Source: an optimization exercise on an open RTL-to-GDS flow (aim: small area, a short achievable clock period and few clock cycles per item). Production flows keep margins and buffers that such runs may drop. Only simulation tests tie the RTL to the original design; equivalence was not proved. Power and IR drop assume default switching activity.

[design.v]
`timescale 1ns/1ps
module pollings_control_s_axi (
    input  wire        ACLK,
    input  wire        ARESET,
    input  wire [5:0]  AWADDR,
    input  wire        AWVALID,
    output wire        AWREADY,
    input  wire [31:0] WDATA,
    input  wire [3:0]  WSTRB,
    input  wire        WVALID,
    output wire        WREADY,
    output wire [1:0]  BRESP,
    output wire        BVALID,
    input  wire        BREADY,
    input  wire [5:0]  ARADDR,
    input  wire        ARVALID,
    output wire        ARREADY,
    output wire [31:0] RDATA,
    output wire [1:0]  RRESP,
    output wire        RVALID,
    input  wire        RREADY,
    output wire        interrupt,
    output wire [63:0] in_img,
    output wire [63:0] max_pool,
    output wire [63:0] min_pool,
    output wire [63:0] avg_pool,
    output wire        ap_start,
    input  wire        ap_done,
    input  wire        ap_ready,
    input  wire        ap_idle
);
localparam
    ADDR_AP_CTRL         = 6'h00,
    ADDR_GIE             = 6'h04,
    ADDR_IER             = 6'h08,
    ADDR_ISR             = 6'h0c,
    ADDR_IN_IMG_DATA_0   = 6'h10,
    ADDR_IN_IMG_DATA_1   = 6'h14,
    ADDR_MAX_POOL_DATA_0 = 6'h1c,
    ADDR_MAX_POOL_DATA_1 = 6'h20,
    ADDR_MIN_POOL_DATA_0 = 6'h28,
    ADDR_MIN_POOL_DATA_1 = 6'h2c,
    ADDR_AVG_POOL_DATA_0 = 6'h34,
    ADDR_AVG_POOL_DATA_1 = 6'h38;
reg        wst_idle, wst_data, wst_resp;
reg [11:0] wsel;             
wire       aw_hs = AWVALID & wst_idle;
wire       w_hs  = WVALID & wst_data;
assign AWREADY = wst_idle;
assign WREADY  = wst_data;
assign BVALID  = wst_resp;
assign BRESP   = 2'b00;
always @(posedge ACLK) begin
    if (ARESET) begin
        wst_idle <= 1'b0;    
        wst_data <= 1'b0;
        wst_resp <= 1'b0;
    end else begin
        wst_idle <= (wst_idle & ~AWVALID) | (wst_resp & BREADY) | (~wst_idle & ~wst_data & ~wst_resp);
        wst_data <= (wst_idle & AWVALID) | (wst_data & ~WVALID);
        wst_resp <= (wst_data & WVALID) | (wst_resp & ~BREADY);
    end
end
function [11:0] wdec;
    input [5:0] a;
    begin
        wdec[0]  = a[5:2] == ADDR_AP_CTRL[5:2];
        wdec[1]  = a[5:2] == ADDR_GIE[5:2];
        wdec[2]  = a[5:2] == ADDR_IER[5:2];
        wdec[3]  = a[5:2] == ADDR_ISR[5:2];
        wdec[4]  = a[5:2] == ADDR_IN_IMG_DATA_0[5:2];
        wdec[5]  = a[5:2] == ADDR_IN_IMG_DATA_1[5:2];
        wdec[6]  = a[5:2] == ADDR_MAX_POOL_DATA_0[5:2];
        wdec[7]  = a[5:2] == ADDR_MAX_POOL_DATA_1[5:2];
        wdec[8]  = a[5:2] == ADDR_MIN_POOL_DATA_0[5:2];
        wdec[9]  = a[5:2] == ADDR_MIN_POOL_DATA_1[5:2];
        wdec[10] = a[5:2] == ADDR_AVG_POOL_DATA_0[5:2];
        wdec[11] = a[5:2] == ADDR_AVG_POOL_DATA_1[5:2];
    end
endfunction
always @(posedge ACLK) begin
    if (ARESET)
        wsel <= 12'd0;
    else if (aw_hs)
        wsel <= wdec(AWADDR);
    else if (w_hs)
        wsel <= 12'd0;
end
reg        rst_idle, rst_data;
reg [31:0] rdata;
wire       ar_hs = ARVALID & rst_idle;
assign ARREADY = rst_idle;
assign RVALID  = rst_data;
assign RDATA   = rdata;
assign RRESP   = 2'b00;
always @(posedge ACLK) begin
    if (ARESET) begin
        rst_idle <= 1'b0;
        rst_data <= 1'b0;
    end else begin
        rst_idle <= (rst_idle & ~ARVALID) | (rst_data & RREADY) | (~rst_idle & ~rst_data);
        rst_data <= (rst_idle & ARVALID) | (rst_data & ~RREADY);
    end
end
reg        int_ap_idle, int_ap_ready, int_task_ap_done, int_ap_start, int_interrupt;
reg        int_auto_restart, auto_restart_status, int_gie;
reg  [1:0] int_ier, int_isr;
reg [63:0] int_in_img, int_max_pool, int_min_pool, int_avg_pool;
wire [5:0] raddr = ARADDR;
always @(posedge ACLK) begin
    if (ar_hs) begin
        case (raddr)
            ADDR_AP_CTRL:         rdata <= {22'd0, int_interrupt, 1'b0, int_auto_restart, 3'd0,
                                            int_ap_ready, int_ap_idle, int_task_ap_done, int_ap_start};
            ADDR_GIE:             rdata <= {31'd0, int_gie};
            ADDR_IER:             rdata <= {30'd0, int_ier};
            ADDR_ISR:             rdata <= {30'd0, int_isr};
            ADDR_IN_IMG_DATA_0:   rdata <= int_in_img[31:0];
            ADDR_IN_IMG_DATA_1:   rdata <= int_in_img[63:32];
            ADDR_MAX_POOL_DATA_0: rdata <= int_max_pool[31:0];
            ADDR_MAX_POOL_DATA_1: rdata <= int_max_pool[63:32];
            ADDR_MIN_POOL_DATA_0: rdata <= int_min_pool[31:0];
            ADDR_MIN_POOL_DATA_1: rdata <= int_min_pool[63:32];
            ADDR_AVG_POOL_DATA_0: rdata <= int_avg_pool[31:0];
            ADDR_AVG_POOL_DATA_1: rdata <= int_avg_pool[63:32];
            default:              rdata <= 32'd0;
        endcase
    end
end
wire auto_restart_done = auto_restart_status & ap_idle & ~int_ap_idle;
wire task_ap_done      = (ap_done & ~auto_restart_status) | auto_restart_done;
wire task_ap_ready     = ap_ready & ~int_auto_restart;
wire ctrl_rd           = ar_hs && raddr == ADDR_AP_CTRL;
wire wr_ctrl           = WVALID & wsel[0] & WSTRB[0];
wire wr_gie            = WVALID & wsel[1] & WSTRB[0];
wire wr_ier            = WVALID & wsel[2] & WSTRB[0];
wire wr_isr            = WVALID & wsel[3] & WSTRB[0];
assign interrupt = int_interrupt;
assign ap_start  = int_ap_start;
assign in_img    = int_in_img;
assign max_pool  = int_max_pool;
assign min_pool  = int_min_pool;
assign avg_pool  = int_avg_pool;
always @(posedge ACLK) begin
    if (ARESET) begin
        int_interrupt       <= 1'b0;
        int_ap_start        <= 1'b0;
        int_task_ap_done    <= 1'b0;
        int_ap_idle         <= 1'b0;
        int_ap_ready        <= 1'b0;
        int_auto_restart    <= 1'b0;
        auto_restart_status <= 1'b0;
        int_gie             <= 1'b0;
        int_ier             <= 2'b0;
        int_isr             <= 2'b0;
    end else begin
        int_interrupt <= int_gie & (|int_isr);
        if (wr_ctrl && WDATA[0])
            int_ap_start <= 1'b1;
        else if (ap_ready)
            int_ap_start <= int_auto_restart;
        if (task_ap_done)
            int_task_ap_done <= 1'b1;
        else if (ctrl_rd)
            int_task_ap_done <= 1'b0;
        int_ap_idle <= ap_idle;
        if (task_ap_ready)
            int_ap_ready <= 1'b1;
        else if (ctrl_rd)
            int_ap_ready <= 1'b0;
        if (wr_ctrl)
            int_auto_restart <= WDATA[7];
        if (int_auto_restart)
            auto_restart_status <= 1'b1;
        else if (ap_idle)
            auto_restart_status <= 1'b0;
        if (wr_gie)
            int_gie <= WDATA[0];
        if (wr_ier)
            int_ier <= WDATA[1:0];
        if (int_ier[0] & ap_done)
            int_isr[0] <= 1'b1;
        else if (wr_isr)
            int_isr[0] <= int_isr[0] ^ WDATA[0];
        if (int_ier[1] & ap_ready)
            int_isr[1] <= 1'b1;
        else if (wr_isr)
            int_isr[1] <= int_isr[1] ^ WDATA[1];
    end
end
wire [31:0] wd0 = WDATA & {32{~ARESET}};
genvar b;
generate
    for (b = 0; b < 4; b = b + 1) begin : lane
        wire we = WVALID & WSTRB[b];
        always @(posedge ACLK) begin
            if (ARESET | (we & wsel[4])) int_in_img[8*b +: 8] <= wd0[8*b +: 8];
            if (ARESET | (we & wsel[5])) int_in_img[32+8*b +: 8] <= wd0[8*b +: 8];
            if (ARESET | (we & wsel[6])) int_max_pool[8*b +: 8] <= wd0[8*b +: 8];
            if (ARESET | (we & wsel[7])) int_max_pool[32+8*b +: 8] <= wd0[8*b +: 8];
            if (ARESET | (we & wsel[8])) int_min_pool[8*b +: 8] <= wd0[8*b +: 8];
            if (ARESET | (we & wsel[9])) int_min_pool[32+8*b +: 8] <= wd0[8*b +: 8];
            if (ARESET | (we & wsel[10])) int_avg_pool[8*b +: 8] <= wd0[8*b +: 8];
            if (ARESET | (we & wsel[11])) int_avg_pool[32+8*b +: 8] <= wd0[8*b +: 8];
        end
    end
endgenerate
endmodule
`timescale 1 ns / 1 ps 
module pollings (
        ap_clk,
        ap_rst_n,
        m_axi_gmem_AWVALID,
        m_axi_gmem_AWREADY,
        m_axi_gmem_AWADDR,
        m_axi_gmem_AWID,
        m_axi_gmem_AWLEN,
        m_axi_gmem_AWSIZE,
        m_axi_gmem_AWBURST,
        m_axi_gmem_AWLOCK,
        m_axi_gmem_AWCACHE,
        m_axi_gmem_AWPROT,
        m_axi_gmem_AWQOS,
        m_axi_gmem_AWREGION,
        m_axi_gmem_AWUSER,
        m_axi_gmem_WVALID,
        m_axi_gmem_WREADY,
        m_axi_gmem_WDATA,
        m_axi_gmem_WSTRB,
        m_axi_gmem_WLAST,
        m_axi_gmem_WID,
        m_axi_gmem_WUSER,
        m_axi_gmem_ARVALID,
        m_axi_gmem_ARREADY,
        m_axi_gmem_ARADDR,
        m_axi_gmem_ARID,
        m_axi_gmem_ARLEN,
        m_axi_gmem_ARSIZE,
        m_axi_gmem_ARBURST,
        m_axi_gmem_ARLOCK,
        m_axi_gmem_ARCACHE,
        m_axi_gmem_ARPROT,
        m_axi_gmem_ARQOS,
        m_axi_gmem_ARREGION,
        m_axi_gmem_ARUSER,
        m_axi_gmem_RVALID,
        m_axi_gmem_RREADY,
        m_axi_gmem_RDATA,
        m_axi_gmem_RLAST,
        m_axi_gmem_RID,
        m_axi_gmem_RUSER,
        m_axi_gmem_RRESP,
        m_axi_gmem_BVALID,
        m_axi_gmem_BREADY,
        m_axi_gmem_BRESP,
        m_axi_gmem_BID,
        m_axi_gmem_BUSER,
        s_axi_control_AWVALID,
        s_axi_control_AWREADY,
        s_axi_control_AWADDR,
        s_axi_control_WVALID,
        s_axi_control_WREADY,
        s_axi_control_WDATA,
        s_axi_control_WSTRB,
        s_axi_control_ARVALID,
        s_axi_control_ARREADY,
        s_axi_control_ARADDR,
        s_axi_control_RVALID,
        s_axi_control_RREADY,
        s_axi_control_RDATA,
        s_axi_control_RRESP,
        s_axi_control_BVALID,
        s_axi_control_BREADY,
        s_axi_control_BRESP,
        interrupt
);
parameter    ap_ST_fsm_pp0_stage0 = 4'd1;
parameter    ap_ST_fsm_pp0_stage1 = 4'd2;
parameter    ap_ST_fsm_pp0_stage2 = 4'd4;
parameter    ap_ST_fsm_pp0_stage3 = 4'd8;
parameter    C_S_AXI_CONTROL_DATA_WIDTH = 32;
parameter    C_S_AXI_CONTROL_ADDR_WIDTH = 6;
parameter    C_S_AXI_DATA_WIDTH = 32;
parameter    C_M_AXI_GMEM_ID_WIDTH = 1;
parameter    C_M_AXI_GMEM_ADDR_WIDTH = 64;
parameter    C_M_AXI_GMEM_DATA_WIDTH = 32;
parameter    C_M_AXI_GMEM_AWUSER_WIDTH = 1;
parameter    C_M_AXI_GMEM_ARUSER_WIDTH = 1;
parameter    C_M_AXI_GMEM_WUSER_WIDTH = 1;
parameter    C_M_AXI_GMEM_RUSER_WIDTH = 1;
parameter    C_M_AXI_GMEM_BUSER_WIDTH = 1;
parameter    C_M_AXI_GMEM_USER_VALUE = 0;
parameter    C_M_AXI_GMEM_PROT_VALUE = 0;
parameter    C_M_AXI_GMEM_CACHE_VALUE = 3;
parameter    C_M_AXI_DATA_WIDTH = 32;
parameter C_S_AXI_CONTROL_WSTRB_WIDTH = (32 / 8);
parameter C_S_AXI_WSTRB_WIDTH = (32 / 8);
parameter C_M_AXI_GMEM_WSTRB_WIDTH = (32 / 8);
parameter C_M_AXI_WSTRB_WIDTH = (32 / 8);
input   ap_clk;
input   ap_rst_n;
output   m_axi_gmem_AWVALID;
input   m_axi_gmem_AWREADY;
output  [C_M_AXI_GMEM_ADDR_WIDTH - 1:0] m_axi_gmem_AWADDR;
output  [C_M_AXI_GMEM_ID_WIDTH - 1:0] m_axi_gmem_AWID;
output  [7:0] m_axi_gmem_AWLEN;
output  [2:0] m_axi_gmem_AWSIZE;
output  [1:0] m_axi_gmem_AWBURST;
output  [1:0] m_axi_gmem_AWLOCK;
output  [3:0] m_axi_gmem_AWCACHE;
output  [2:0] m_axi_gmem_AWPROT;
output  [3:0] m_axi_gmem_AWQOS;
output  [3:0] m_axi_gmem_AWREGION;
output  [C_M_AXI_GMEM_AWUSER_WIDTH - 1:0] m_axi_gmem_AWUSER;
output   m_axi_gmem_WVALID;
input   m_axi_gmem_WREADY;
output  [C_M_AXI_GMEM_DATA_WIDTH - 1:0] m_axi_gmem_WDATA;
output  [C_M_AXI_GMEM_WSTRB_WIDTH - 1:0] m_axi_gmem_WSTRB;
output   m_axi_gmem_WLAST;
output  [C_M_AXI_GMEM_ID_WIDTH - 1:0] m_axi_gmem_WID;
output  [C_M_AXI_GMEM_WUSER_WIDTH - 1:0] m_axi_gmem_WUSER;
output   m_axi_gmem_ARVALID;
input   m_axi_gmem_ARREADY;
output  [C_M_AXI_GMEM_ADDR_WIDTH - 1:0] m_axi_gmem_ARADDR;
output  [C_M_AXI_GMEM_ID_WIDTH - 1:0] m_axi_gmem_ARID;
output  [7:0] m_axi_gmem_ARLEN;
output  [2:0] m_axi_gmem_ARSIZE;
output  [1:0] m_axi_gmem_ARBURST;
output  [1:0] m_axi_gmem_ARLOCK;
output  [3:0] m_axi_gmem_ARCACHE;
output  [2:0] m_axi_gmem_ARPROT;
output  [3:0] m_axi_gmem_ARQOS;
output  [3:0] m_axi_gmem_ARREGION;
output  [C_M_AXI_GMEM_ARUSER_WIDTH - 1:0] m_axi_gmem_ARUSER;
input   m_axi_gmem_RVALID;
output   m_axi_gmem_RREADY;
input  [C_M_AXI_GMEM_DATA_WIDTH - 1:0] m_axi_gmem_RDATA;
input   m_axi_gmem_RLAST;
input  [C_M_AXI_GMEM_ID_WIDTH - 1:0] m_axi_gmem_RID;
input  [C_M_AXI_GMEM_RUSER_WIDTH - 1:0] m_axi_gmem_RUSER;
input  [1:0] m_axi_gmem_RRESP;
input   m_axi_gmem_BVALID;
output   m_axi_gmem_BREADY;
input  [1:0] m_axi_gmem_BRESP;
input  [C_M_AXI_GMEM_ID_WIDTH - 1:0] m_axi_gmem_BID;
input  [C_M_AXI_GMEM_BUSER_WIDTH - 1:0] m_axi_gmem_BUSER;
input   s_axi_control_AWVALID;
output   s_axi_control_AWREADY;
input  [C_S_AXI_CONTROL_ADDR_WIDTH - 1:0] s_axi_control_AWADDR;
input   s_axi_control_WVALID;
output   s_axi_control_WREADY;
input  [C_S_AXI_CONTROL_DATA_WIDTH - 1:0] s_axi_control_WDATA;
input  [C_S_AXI_CONTROL_WSTRB_WIDTH - 1:0] s_axi_control_WSTRB;
input   s_axi_control_ARVALID;
output   s_axi_control_ARREADY;
input  [C_S_AXI_CONTROL_ADDR_WIDTH - 1:0] s_axi_control_ARADDR;
output   s_axi_control_RVALID;
input   s_axi_control_RREADY;
output  [C_S_AXI_CONTROL_DATA_WIDTH - 1:0] s_axi_control_RDATA;
output  [1:0] s_axi_control_RRESP;
output   s_axi_control_BVALID;
input   s_axi_control_BREADY;
output  [1:0] s_axi_control_BRESP;
output   interrupt;
wire        rst = ~ap_rst_n;
wire [63:0] in_img, max_pool, min_pool, avg_pool;
wire        ap_start;
reg         ap_done;
wire        ap_ready = ap_done;
wire        ap_idle;
pollings_control_s_axi control_s_axi_U (
    .ACLK(ap_clk),
    .ARESET(rst),
    .AWADDR(s_axi_control_AWADDR),
    .AWVALID(s_axi_control_AWVALID),
    .AWREADY(s_axi_control_AWREADY),
    .WDATA(s_axi_control_WDATA),
    .WSTRB(s_axi_control_WSTRB),
    .WVALID(s_axi_control_WVALID),
    .WREADY(s_axi_control_WREADY),
    .BRESP(s_axi_control_BRESP),
    .BVALID(s_axi_control_BVALID),
    .BREADY(s_axi_control_BREADY),
    .ARADDR(s_axi_control_ARADDR),
    .ARVALID(s_axi_control_ARVALID),
    .ARREADY(s_axi_control_ARREADY),
    .RDATA(s_axi_control_RDATA),
    .RRESP(s_axi_control_RRESP),
    .RVALID(s_axi_control_RVALID),
    .RREADY(s_axi_control_RREADY),
    .interrupt(interrupt),
    .in_img(in_img),
    .max_pool(max_pool),
    .min_pool(min_pool),
    .avg_pool(avg_pool),
    .ap_start(ap_start),
    .ap_done(ap_done),
    .ap_ready(ap_ready),
    .ap_idle(ap_idle)
);
assign m_axi_gmem_AWID     = 1'b0;
assign m_axi_gmem_AWLEN    = 8'd0;
assign m_axi_gmem_AWSIZE   = 3'd2;
assign m_axi_gmem_AWBURST  = 2'd1;
assign m_axi_gmem_AWLOCK   = 2'd0;
assign m_axi_gmem_AWCACHE  = 4'd3;
assign m_axi_gmem_AWPROT   = 3'd0;
assign m_axi_gmem_AWQOS    = 4'd0;
assign m_axi_gmem_AWREGION = 4'd0;
assign m_axi_gmem_AWUSER   = 1'b0;
assign m_axi_gmem_WSTRB    = 4'hf;
assign m_axi_gmem_WLAST    = 1'b1;
assign m_axi_gmem_WID      = 1'b0;
assign m_axi_gmem_WUSER    = 1'b0;
assign m_axi_gmem_ARID     = 1'b0;
assign m_axi_gmem_ARLEN    = 8'd0;
assign m_axi_gmem_ARSIZE   = 3'd2;
assign m_axi_gmem_ARBURST  = 2'd1;
assign m_axi_gmem_ARLOCK   = 2'd0;
assign m_axi_gmem_ARCACHE  = 4'd3;
assign m_axi_gmem_ARPROT   = 3'd0;
assign m_axi_gmem_ARQOS    = 4'd0;
assign m_axi_gmem_ARREGION = 4'd0;
assign m_axi_gmem_ARUSER   = 1'b0;
assign m_axi_gmem_BREADY   = 1'b1;
reg        busy;
wire       start = ap_start & ~busy;
assign     ap_idle = ~busy & ~ap_start;
reg        arvalid;
reg [63:2] araddr;
reg  [9:0] ar_n;
reg        ar_c;
wire       ar_hs = arvalid & m_axi_gmem_ARREADY;
wire       ar_go = start | (ar_hs & (|ar_n));
wire [9:0] ar_nn = ar_n + 10'd1;
function [9:0] ar_off;       
    input [9:0] k;
    ar_off = {k[9:5], k[0], k[4:2], k[1]};
endfunction
wire [10:0] ar_lo  = {1'b0, in_img[11:2]} + {1'b0, ar_off(ar_n)};
wire [10:0] ar_lon = {1'b0, in_img[11:2]} + {1'b0, ar_off(ar_nn)};
assign m_axi_gmem_ARVALID = arvalid;
assign m_axi_gmem_ARADDR  = {araddr, 2'b00};    
always @(posedge ap_clk) begin
    if (rst) begin
        arvalid <= 1'b0;
        ar_n    <= 10'd0;
        ar_c    <= 1'b0;
    end else begin
        if (start | ar_hs)
            arvalid <= start | (|ar_n);
        if (ar_go) begin
            ar_n <= ar_nn;
            ar_c <= ar_lon[10];
        end
    end
end
always @(posedge ap_clk)
    if (start | ar_hs) araddr <= {in_img[63:12] + {51'd0, ar_c}, ar_lo[9:0]};
reg        awvalid;
reg [63:2] awaddr;
reg  [2:0] aw_nq;
reg  [7:0] aw_ng;
reg        aw_c;
wire       aw_hs = awvalid & m_axi_gmem_AWREADY;
wire       aw_wrap = aw_nq[0] & (aw_ng == 8'd0);
wire       aw_go = start | (aw_hs & ~aw_wrap);
wire [2:0] aw_nqn = {aw_nq[1:0], aw_nq[2]};
wire [7:0] aw_ngn = aw_ng + {7'd0, aw_nq[2]};
function [63:2] sel3;
    input [2:0]  q;
    input [63:0] a0, a1, a2;
    sel3 = ({62{q[0]}} & a0[63:2]) | ({62{q[1]}} & a1[63:2]) | ({62{q[2]}} & a2[63:2]);
endfunction
wire [63:2] aw_base  = sel3(aw_nq, max_pool, min_pool, avg_pool);
wire [63:2] aw_basen = sel3(aw_nqn, max_pool, min_pool, avg_pool);
wire [8:0]  aw_lo    = {1'b0, aw_base[9:2]} + {1'b0, aw_ng};
wire [8:0]  aw_lon   = {1'b0, aw_basen[9:2]} + {1'b0, aw_ngn};
assign m_axi_gmem_AWVALID = awvalid;
assign m_axi_gmem_AWADDR  = {awaddr, 2'b00};
always @(posedge ap_clk) begin
    if (rst) begin
        awvalid <= 1'b0;
        aw_nq   <= 3'b001;
        aw_ng   <= 8'd0;
        aw_c    <= 1'b0;
    end else begin
        if (start | aw_hs)
            awvalid <= start | ~aw_wrap;
        if (aw_go) begin
            aw_nq <= aw_nqn;
            aw_ng <= aw_ngn;
            aw_c  <= aw_lon[8];
        end
    end
end
always @(posedge ap_clk)
    if (start | aw_hs) awaddr <= {aw_base[63:10] + {53'd0, aw_c}, aw_lo[7:0]};
reg        rready;
reg [31:0] rreg;             
reg        rv;               
reg  [1:0] r_ph;             
reg  [1:0] c_ph;             
reg [31:0] top;              
reg [17:0] tsum;             
reg [15:0] part_mx;          
reg [31:0] wd;               
reg [63:0] hold;             
reg  [1:0] wcnt;             
reg        wvalid;
wire       r_hs = rready & m_axi_gmem_RVALID;
wire       w_hs = wvalid & m_axi_gmem_WREADY;
wire       b0   = rv & (c_ph == 2'd1);
wire       b1   = rv & (c_ph == 2'd3);
wire       b0_go = b0 & (wcnt != 2'd3);      
wire       load  = b1 & (wcnt == 2'd0);
wire       stall = (b0 & ~b0_go) | (b1 & ~load);
assign m_axi_gmem_RREADY = rready;
assign m_axi_gmem_WVALID = wvalid;
assign m_axi_gmem_WDATA  = wd;
function [31:0] pairs;
    input [31:0] t;
    integer p;
    reg [7:0] a, b;
    begin
        for (p = 0; p < 2; p = p + 1) begin
            a = t[16*p +: 8]; b = t[16*p+8 +: 8];
            pairs[16*p +: 8]   = (a > b) ? a : b;
            pairs[16*p+8 +: 8] = (a > b) ? b : a;
        end
    end
endfunction
function [17:0] psums;
    input [31:0] t;
    integer p;
    begin
        for (p = 0; p < 2; p = p + 1)
            psums[9*p +: 9] = {1'b0, t[16*p +: 8]} + {1'b0, t[16*p+8 +: 8]};
    end
endfunction
function [47:0] pool2;
    input [31:0] t;
    input [17:0] ts;
    input [31:0] d;
    integer p;
    reg [7:0] mx, mn, c, e;
    reg       ce;
    reg [9:0] s;
    begin
        for (p = 0; p < 2; p = p + 1) begin
            mx = t[16*p +: 8]; mn = t[16*p+8 +: 8];
            c = d[16*p +: 8];  e = d[16*p+8 +: 8];
            ce = c >= e;
            s = {1'b0, ts[9*p +: 9]} + {2'b00, c} + {2'b00, e};
            pool2[8*p +: 8]      = (mx >= c && mx >= e) ? mx : (ce ? c : e);
            pool2[16 + 8*p +: 8] = (mn <= c && mn <= e) ? mn : (ce ? e : c);
            pool2[32 + 8*p +: 8] = s[9:2];
        end
    end
endfunction
wire [47:0] pooled = pool2(top, tsum, rreg);
wire       rv_n    = r_hs | stall;
wire [1:0] wcnt_n  = load ? 2'd3 : wcnt - {1'b0, w_hs};
wire [1:0] ph_n    = r_hs ? r_ph : c_ph;
wire       may_stall = rv_n & (((ph_n == 2'd3) & (wcnt_n != 2'd0)) | ((ph_n == 2'd1) & (wcnt_n == 2'd3)));
always @(posedge ap_clk) begin
    if (rst) begin
        rready <= 1'b0;
        rv     <= 1'b0;
        r_ph   <= 2'd0;
        c_ph   <= 2'd0;
        wcnt   <= 2'd0;
        wvalid <= 1'b0;
    end else begin
        rv     <= rv_n;
        if (r_hs) begin
            r_ph <= r_ph + 2'd1;
            c_ph <= r_ph;
        end
        wcnt   <= wcnt_n;
        wvalid <= wcnt_n != 2'd0;
        rready <= busy & ~may_stall;
        if (start) begin
            r_ph <= 2'd0;
        end
    end
end
always @(posedge ap_clk) begin
    if (r_hs) rreg <= m_axi_gmem_RDATA;
    if (rv & ~c_ph[0]) begin
        top  <= pairs(rreg);
        tsum <= psums(rreg);
    end
    if (b0_go) part_mx <= pooled[15:0];
    if (load)
        wd <= {pooled[15:0], part_mx};
    else if (w_hs)
        wd <= hold[31:0];
    if (load)
        hold[31:0] <= {pooled[31:16], hold[63:48]};
    else if (w_hs)
        hold[31:0] <= hold[63:32];
    if (load)
        hold[63:48] <= pooled[47:32];
    else if (b0_go)
        hold[63:48] <= pooled[31:16];
    if (b0_go)
        hold[47:32] <= pooled[47:32];
end
reg  [9:0] bcnt;             
reg        last_b;           
wire       b_hs = m_axi_gmem_BVALID;
always @(*) ap_done = busy & last_b & b_hs;
always @(posedge ap_clk) begin
    if (rst) begin
        busy   <= 1'b0;
        bcnt   <= 10'd0;
        last_b <= 1'b0;
    end else if (start) begin
        busy   <= 1'b1;
        bcnt   <= 10'd0;
        last_b <= 1'b0;
    end else if (busy & b_hs) begin
        bcnt   <= bcnt + 10'd1;
        last_b <= bcnt == 10'd766;
        if (last_b) busy <= 1'b0;
    end
end
endmodule
[flow/run.sh]
#!/bin/bash
# Standard synthesis, then the standard layout steps with repair_timing aiming
# at a larger setup margin and the port buffers built from buf_1 cells (each
# make run's full output in its own log here).
set -euo pipefail
MARGIN=$(cat flow/margin.txt)
bash standard.sh synth > synth.log 2>&1
bash standard.sh SETUP_SLACK_MARGIN=$MARGIN "BUFFER_PORTS_ARGS=-buffer_cell sky130_fd_sc_hd__buf_1" finish > layout.log 2>&1
[flow/margin.txt]
6.9
[standard.sh]
#!/bin/bash
# synth_recipe.tcl (not shown) runs the flow's synth.tcl, then flattens the netlist and writes it again
# the make line also repeats each setting of config.mk as NAME=value (left out here)
make -C /OpenROAD-flow-scripts/flow DESIGN_CONFIG=/design/flow/config.mk WORK_HOME=/design/flow/orfs CLKGATE_MAP_FILE= SYNTH_SCRIPT=/design/flow/synth_recipe.tcl "${@:-finish}"
[config.mk]
export PLATFORM = sky130hd
export DESIGN_NAME = pollings
export DESIGN_NICKNAME = pollings
export VERILOG_FILES = /design/flow/design.v
export SDC_FILE = /design/flow/constraint.sdc
export NUM_CORES = 4
export LEC_CHECK = 0
export CAP_MARGIN = 20
export CORE_MARGIN = 2
export CORE_UTILIZATION = 60
export CTS_BUF_LIST = sky130_fd_sc_hd__clkbuf_16
export CTS_CLUSTER_DIAMETER = 80
export CTS_CLUSTER_SIZE = 22
export SLEW_MARGIN = 20
[constraint.sdc]
create_clock -name core_clock -period 10.0 [get_ports {ap_clk}]
set_input_delay 2.0000 -clock core_clock [delete_from_list [all_inputs] [get_ports {ap_clk}]]
set_output_delay 2.0000 -clock core_clock [all_outputs]
set_load 0.01 [all_outputs]
==> notes.md <==
timing repair:
action	CTS	global route
cloned	7	6
hold buffers	0	0
buffers inserted	42	35
endpoints found under the setup margin	484	388
resized for setup	83	186
pin swaps	23	26
synthesized netlist by cell type, types with 24 or more instances:
cell	instances	area (sq um)
a21o_1	26	195
a21oi_1	93	465
a222oi_1	126	1260
a22oi_1	47	353
and2_1	43	269
and3_1	24	150
buf_4	85	638
clkbuf_1	74	278
dfxtp_1	75	1500
edfxtp_1	606	18200
ha_1	153	1910
inv_1	96	360
mux2_2	45	507
mux2i_1	56	561
nand2_1	307	1150
nand3_1	76	380
nand4_1	29	181
nor2_1	106	398
nor3_1	25	125
o21ai_0	78	390
xnor2_1	108	946
xor2_1	64	561
worst register-to-register path, stage by stage, from the launching register on:
cell	delay, ns
dfxtp_4	0.41
buf_16	0.18
a222oi_1	0.20
or4_4	0.60
or3_4	0.44
or3b_4	0.52
nor2_4	0.16
nand3b_1	0.11
xor2_1	0.17
cell type report:
| class | count | area [sq um] |
|---|---|---|
| clock inverters | 23 | 121 |
| fillers | 3936 | 16900 |
| repair inverters | 2 | 12.5 |
| clock buffers | 40 | 1000 |
| multi-input cells | 1699 | 12500 |
| inverters | 96 | 382 |
| flip-flops and latches | 681 | 19700 |
| well taps | 696 | 871 |
| repair buffers | 389 | 2460 |
| diodes | 2 | 5.00 |
final timing paths:
kind | from | to | cells after the start
worst max-delay path | control_s_axi_U.rdata[0] | s_axi_control_RDATA[0] | 1
worst min-delay path | control_s_axi_U.int_ier[0] | control_s_axi_U.int_ier[0] | 2
worst max register to register | aw_nq[0] | awaddr[62] | 8
worst min register to register | control_s_axi_U.int_ier[0] | control_s_axi_U.int_ier[0] | 2
power by group through the flow:
stage	Combinational, mW	Sequential, mW	Clock, mW
finish	0.269	3.25	1.66
detailed placement	0.243	3.31	0
global route	0.288	3.25	1.78
global placement	0.239	3.30	0
floorplan	0.172	3.29	0
CTS	0.257	3.24	1.68
metal layers:
layer,up-vias,routed length (microns)
met4,12,3710
met3,257,8950
met2,1231,42400
met5,-,78
li1,10200,-
met1,11000,33800
layout by cell type (no fill, tap or decap), drive strengths merged, types with 17 or more instances in the layout:
cell type / instances
and2: 44
buf: 232
nand2: 307
xor2: 64
nor2b: 21
a21oi: 93
o21ai: 79
fa: 20
dfxtp: 75
mux2i: 56
nand3: 76
a22oi: 47
mux2: 45
inv: 111
nor3: 27
and3: 25
nand2b: 17
edfxtp: 606
a21o: 26
clkbuf: 197
nand4: 31
ha: 153
nor2: 109
xnor2: 108
conb: 80
a222oi: 126
cell families (layout without fill, tap and decap cells):
kind of cell / Yosys count / in the layout / synth area share (%)
XOR/XNOR: 172 / 172 / 4.59
flip-flops: 681 / 681 / 60.0
AO/OA/AOI/OAI: 445 / 445 / 9.92
buffers and inverters: 279 / 550 / 4.36
AND/OR/NAND/NOR: 720 / 725 / 10.6
multiplexers: 102 / 102 / 3.32
other: 2 / 82 / 0.0229
adder cells (fa/ha/maj): 175 / 175 / 7.12
through the flow:
step           hold WS (ns)  cell area (sq um)  power [mW]  cells  setup slack [ns]
5_1_grt               0.526              37100        5.32   3627              6.71
3_5_place_dp          0.478              34500        3.55   3473              5.37
4_1_cts               0.507              36300        5.18   3585              6.75
3_3_place_gp          0.469              34500        3.54   3473              5.42
6_report              0.508              37100        5.17   3628              6.75
2_1_floorplan         0.440              33500        3.46   2654              6.23
flip-flops by register name, summed over array words and instances, names as in the netlist, 3 cells and up:
| name | flops |
|---|---|
| hold | 64 |
| bcnt | 10 |
| wd | 32 |
| control_s_axi_U.wsel | 12 |
| aw_nq | 3 |
| rreg | 32 |
| araddr | 62 |
| control_s_axi_U.int_avg_pool | 64 |
| control_s_axi_U.rdata | 32 |
| control_s_axi_U.int_in_img | 64 |
| ar_n | 10 |
| tsum | 18 |
| top | 32 |
| part_mx | 16 |
| aw_ng | 8 |
| control_s_axi_U.int_min_pool | 64 |
| control_s_axi_U.int_max_pool | 64 |
| awaddr | 62 |
==> flow_metrics.py <==
metrics = {
    "routing": {
        "routed_wirelength_microns": 89000,
        "drc": 0,
        "firstDrtPassIters": 9,
        "wire_per_inst_microns": 24.5,
        "postRouteAntennaNets": 0,
        "vias": 22800,
        "vias_per_cell": 6.28,
        "drt_iter0_markers": 2796,
    },
    "setup_path": {
        "cp_cell_sequence": "buf_1",
        "r2r_setup_slack_ns": 6.92,
        "path_delay_family": "flip-flops",
        "critPathMaxStageDelay_ns": 0.49,
        "path_class": "register to output port",
        "critPathLaunchType": "register",
        "end_kind": "output port",
        "worstPathRequired_ns": 8.00,
        "cp_num_buf_inv": 1,
        "crit_slowest_cell": "edfxtp_1",
        "crit_fanout": 1,
        "arrival_ns": 1.25,
    },
    "sta": {
        "slew_headroom_pct": 26.3,
        "rsz0062_at_grt": "true",
        "tns_ns": 0,
        "clock.fmax_mhz": 308,
        "hold_violations": 0,
        "slew_violations": 0,
        "period_share_pct": 32.5,
        "tightestPinTransition_ns": 1.11,
        "worst_clock_skew_ns": 0.0283,
        "fin_crit_ns": 3.25,
        "setup_viol": 0,
    },
    "cts": {
        "root_buffer": "clkbuf_16",
        "cts_buffer_depth": 3,
        "numCtsBuffers": 38,
        "clkSlewWorstSetupHoldPaths_ns": 0.09,
        "cts_sinks": 681,
        "tritoncts": "done",
        "htreeDepth": 2,
        "clk_latency_ns": 0.60,
    },
    "flow_run": {
        "drv_cap": 0,
    },
    "synthesis": {
        "ys_warn_count": 2,
        "synth-seq-area-share_pct": 60.0,
        "syn_area_per_cell_sq_um": 12.7,
        "async_reset_ff_share_pct": 0,
        "synth_cell_types": 78,
        "synthCells": 2576,
        "synth_area_sq_mm": 0.0328,
        "synth-edff-count": 606,
        "synth-main-ff-cell": "edfxtp_1",
        "synth_seq_cells": 681,
    },
    "global_route": {
        "use_met2_pct": 49.8,
        "met1_usage_pct": 40.1,
        "grt_pass1_wl_microns": 129000,
        "grt.busiest_layer": "met2",
        "antenna_found_initial": 8,
        "grt_pass1_vias": 21700,
        "grt.total_usage_pct": 30.3,
        "use_met3_pct": 5.51,
        "overflow": 0,
        "grt_max_degree": 76,
    },
    "pwr": {
        "p_int_mw": 4.00,
        "seq_power_share_pct": 62.8,
        "switching_share_pct": 22.6,
        "p_per_area_mw_per_mm2": 140,
        "p_comb_share_pct": 5.2,
        "ir_worst_vdd_mv": 0.134,
        "p_switching_mw": 1.17,
        "clkPwrFrac_pct": 32.0,
        "power_leakage_nw": 14.3,
    },
    "floorplanning": {
        "core-area_sq_mm": 0.0539,
        "die_y_microns": 238,
        "rows": 85,
        "die_w_microns": 238,
        "ios": 379,
        "start_util_pct": 60.8,
        "die_area_sq_mm": 0.0566,
    },
    "final_layout": {
        "nets": 3181,
        "syn_to_final_growth_pct": 13.0,
        "drive_gt1_share_pct": 16.3,
        "finish.utilization_pct": 68.7,
    },
    "place": {
        "io_buffers": 287,
        "gp_congestion": 0.911,
        "post-dp-hpwl_microns": 57400,
    },
    "run_status": {
        "status": "finished clean",
    },
    "worst_hold_path": {
        "hold_class": "register to register",
    },
}
Testbench counts, summed over its fixed seeds: cycles 12,996, images 12.

[afterwards: timing with drivers on the ports]
The results above use ideal ports. As a check the final layout listed here was re-extracted and re-timed, cells and wires unchanged. Step 1 assumes that a clkbuf_16 drives the clock port and a buf_2 every other input. Step 2 times the ports against the registers' clock, not the clock port: input delays grow and output delays shrink by t, the midpoint of the rising clock arrivals with the driver on. Slacks: ideal ports / drivers / drivers and shift; pairs: ideal ports / drivers.
t (ns): 0.647
setup slack, ns: 6.748 / 6.685 / 6.260
worst data-port slew with drivers (ns): 0.12
After both steps this run still meets setup and hold. The setup slack of this run moves by -0.063 ns with the drivers and by -0.488 ns with both steps.
